Source: an optimization exercise on an open RTL-to-GDS flow (aim: small area). Production flows keep margins and buffers that such runs may drop.
In this exercise RTL edits were held to simulation tests only and were not proved equivalent to the original.
No activity file was given, so power comes from the tool's default toggle rates.

Design Main, start of the top module:
module Main(
	input clk,
	input reset,
	input izq,
	input der,
	input fire,
	input reload,
	output [1:0]red_out,
	output [1:0]green_out,
	output [1:0]blue_out,
	output hsync,
	output vsync,
	output reg [7:0]led,
	output shouldFinish,
	output [3:0]data_sound
	);
Size in the first run: roughly 27 I/O pins, roughly 27,000 µm² of cells after synthesis.
==> flow/config.mk <==
export PLATFORM = sky130hd
export DESIGN_NAME = Main
export DESIGN_NICKNAME = Main
export VERILOG_FILES = /design/flow/design.v
export SDC_FILE = /design/flow/constraint.sdc
export NUM_CORES = 4
export LEC_CHECK = 0
export CAP_MARGIN = 20
export CORE_MARGIN = 2
export CORE_UTILIZATION = 40
export CTS_BUF_LIST = sky130_fd_sc_hd__clkbuf_16
export CTS_CLUSTER_DIAMETER = 60
export CTS_CLUSTER_SIZE = 25
export SLEW_MARGIN = 20
export SYNTH_MEMORY_MAX_BITS = 16384
==> flow/constraint.sdc <==
create_clock -name core_clock -period 20.0 [get_ports {clk}]
set_input_delay 4.0000 -clock core_clock [delete_from_list [all_inputs] [get_ports {clk}]]
set_output_delay 4.0000 -clock core_clock [all_outputs]
set_load 0.01 [all_outputs]
standard.sh (not shown) runs the stock make flow with config.mk's settings and CLKGATE_MAP_FILE= SYNTH_SCRIPT=/design/flow/synth_recipe.tcl, a recipe that flattens the netlist after the stock synthesis.
==> flow/flow/run.sh <==
#!/bin/bash
# Own layout flow: the standard flow (standard.sh) with two changes.
# - Synthesis is the standard flow's (synth_recipe.tcl and ORFS's synth.tcl, otherwise
#   unchanged), but ABC maps the logic with flow/abc.script: ORFS's speed
#   script with the delay target relaxed and without buffering or upsizing,
#   for area (the clock period leaves ample slack). Registers are mapped
#   before ABC runs, so they are the standard synthesis's.
# - Clock tree synthesis runs without dummy loads, with sinks clustered 28 to
#   a clkbuf_16 leaf buffer within 70 um.
# Each tool's output goes to layout.log here and to ORFS's logs in orfs/logs.
set -euo pipefail
HERE=$(pwd)
sed "s#^  log_cmd abc {\*}\$abc_args\$#  lset abc_args 1 $HERE/flow/abc.script\n  log_cmd abc {*}\$abc_args#" "$FLOW_HOME/scripts/synth.tcl" > flow_synth.tcl
grep -q "lset abc_args 1 $HERE/flow/abc.script" flow_synth.tcl
sed "s#\$::env(SCRIPTS_DIR)/synth.tcl#$HERE/flow_synth.tcl#" synth_recipe.tcl > flow_synth_recipe.tcl
grep -q "$HERE/flow_synth.tcl" flow_synth_recipe.tcl
CTS="-sink_clustering_enable -repair_clock_nets -dont_use_dummy_load -sink_clustering_size 28 -sink_clustering_max_diameter 70 -buf_list sky130_fd_sc_hd__clkbuf_16"
bash standard.sh "SYNTH_SCRIPT=$HERE/flow_synth_recipe.tcl" "CTS_ARGS=$CTS" finish > layout.log 2>&1
==> flow/flow/abc.script <==
&get -n
&st
&dch
&nf -R 1000 -F 8 -A 4
&st
&syn2
&if -g -K 6
&synch2
&nf -R 1000 -F 8 -A 4
&st
&syn2
&if -g -K 6
&synch2
&nf -R 1000 -F 8 -A 4
&st
&syn2
&if -g -K 6
&synch2
&nf -R 1000 -F 8 -A 4
&st
&syn2
&if -g -K 6
&synch2
&nf -R 1000 -F 8 -A 4
&st
&syn2
&if -g -K 6
&synch2
&nf -R 1000 -F 8 -A 4
&put
topo
stime -c
dnsize -c
The baseline ran to the end with no violations.
==> next run, changes <==
--- a/flow/flow/run.sh
+++ b/flow/flow/run.sh
@@ -2,8 +2,9 @@
 # Own layout flow: the standard flow (standard.sh) with two changes.
 # - Synthesis is the standard flow's (synth_recipe.tcl and ORFS's synth.tcl, otherwise
-#   unchanged), but ABC maps the logic with flow/abc.script: ORFS's speed
-#   script with the delay target relaxed and without buffering or upsizing,
-#   for area (the clock period leaves ample slack). Registers are mapped
-#   before ABC runs, so they are the standard synthesis's.
+#   unchanged), but ABC maps the logic with flow/abc.script, an area-oriented
+#   script (relaxed delay target, area-flow and exact-area rounds, mfs3 area
+#   resubstitution, no buffering or upsizing); the clock period leaves ample
+#   slack. Registers are mapped before ABC runs, so they are the standard
+#   synthesis's.
 # - Clock tree synthesis runs without dummy loads, with sinks clustered 28 to
 #   a clkbuf_16 leaf buffer within 70 um.
==> flow/flow/abc.script (replaced) <==
&get -n
&st
&syn2
&dch -f
&nf -R 1000 -F 8 -A 4
&st
&synch2
&dch -f
&nf -R 1000 -F 8 -A 4
&st
&synch2
&dch -f
&nf -R 1000 -F 8 -A 4
&put
mfs3 -a
topo
stime -c
dnsize -c
Effect: Area after synthesis is lower by a few percent; synthesized cell count is higher slightly; final area is lower by a few percent; utilization hardly moves; first-iteration DRC count is higher by a few percent; final cell count barely changes; global-route usage is about the same; non-clock buffer count is lower by 2.
==> next run, changes <==
==> flow/run.sh (new file) <==
#!/bin/bash
# synth_recipe.tcl (not shown) runs the flow's synth.tcl, then flattens the netlist and writes it again
# the make line also repeats each setting of config.mk as NAME=value (left out here)
make -C /OpenROAD-flow-scripts/flow DESIGN_CONFIG=/design/flow/config.mk WORK_HOME=/design/flow/orfs CLKGATE_MAP_FILE= SYNTH_SCRIPT=/design/flow/synth_recipe.tcl finish
removed: flow/flow/run.sh
removed: flow/flow/abc.script
removed: flow/standard.sh
Outcome:
- global-route usage drops by 0.75 points
- non-clock buffer count falls by 6
- total power increases by 7.7%
- via count grows by 0.91%
- setup slack is better by 0.013 ns
- final area went up by 5.3%
- synthesized area grows by 5.4%
- critical path depth went down by 6
==> next run, changes <==
==> flow/flow/run.sh (new file) <==
#!/bin/bash
# Own layout flow: the standard flow (standard.sh, unchanged synthesis),
# with clock tree synthesis run without dummy loads and with sinks clustered
# 28 to a clkbuf_16 leaf buffer within 70 um.
set -euo pipefail
CTS="-sink_clustering_enable -repair_clock_nets -dont_use_dummy_load -sink_clustering_size 28 -sink_clustering_max_diameter 70 -buf_list sky130_fd_sc_hd__clkbuf_16"
bash standard.sh "CTS_ARGS=$CTS" finish > layout.log 2>&1
==> flow/standard.sh (new file) <==
#!/bin/bash
# synth_recipe.tcl (not shown) runs the flow's synth.tcl, then flattens the netlist and writes it again
# the make line also repeats each setting of config.mk as NAME=value (left out here)
make -C /OpenROAD-flow-scripts/flow DESIGN_CONFIG=/design/flow/config.mk WORK_HOME=/design/flow/orfs CLKGATE_MAP_FILE= SYNTH_SCRIPT=/design/flow/synth_recipe.tcl "${@:-finish}"
removed: flow/run.sh
- routed wire length stays flat
- power shrinks by 7.5%
- sequential power barely changes

## static timing again, ports no longer ideal
No port has a modelled driver above. Below, the same layouts with a new extraction and two added sets of constraints. Step 1, drivers: a clkbuf_16 drives clk and a buf_2 each remaining input, both assumed. Step 2 times the ports against the registers' clock, not the clock port: input delays grow and output delays shrink by t, the midpoint of the rising clock arrivals with the driver on. a / b / c = ideal / step 1 / step 2; a / b = the first two.
| run | shift t [ns] | setup slack, ns | clock arrival spread, ns | cell pins on the clock port's net |
|---|---|---|---|---|
| the first run | 0.650 | 9.470 / 9.482 / 8.831 | 0.092 / 0.093 | 1 |
| the second run | 0.609 | 8.980 / 9.013 / 8.405 | 0.060 / 0.059 | 1 |
| the third run | 0.629 | 8.993 / 9.031 / 8.401 | 0.047 / 0.047 | 1 |
| the fourth run | 0.667 | 8.981 / 9.015 / 8.348 | 0.115 / 0.115 | 1 |
After both steps setup and hold are still met in every run listed. For the first run, which loses most, drivers alone change the setup slack by +0.012 ns; drivers and shift together by -0.639 ns.
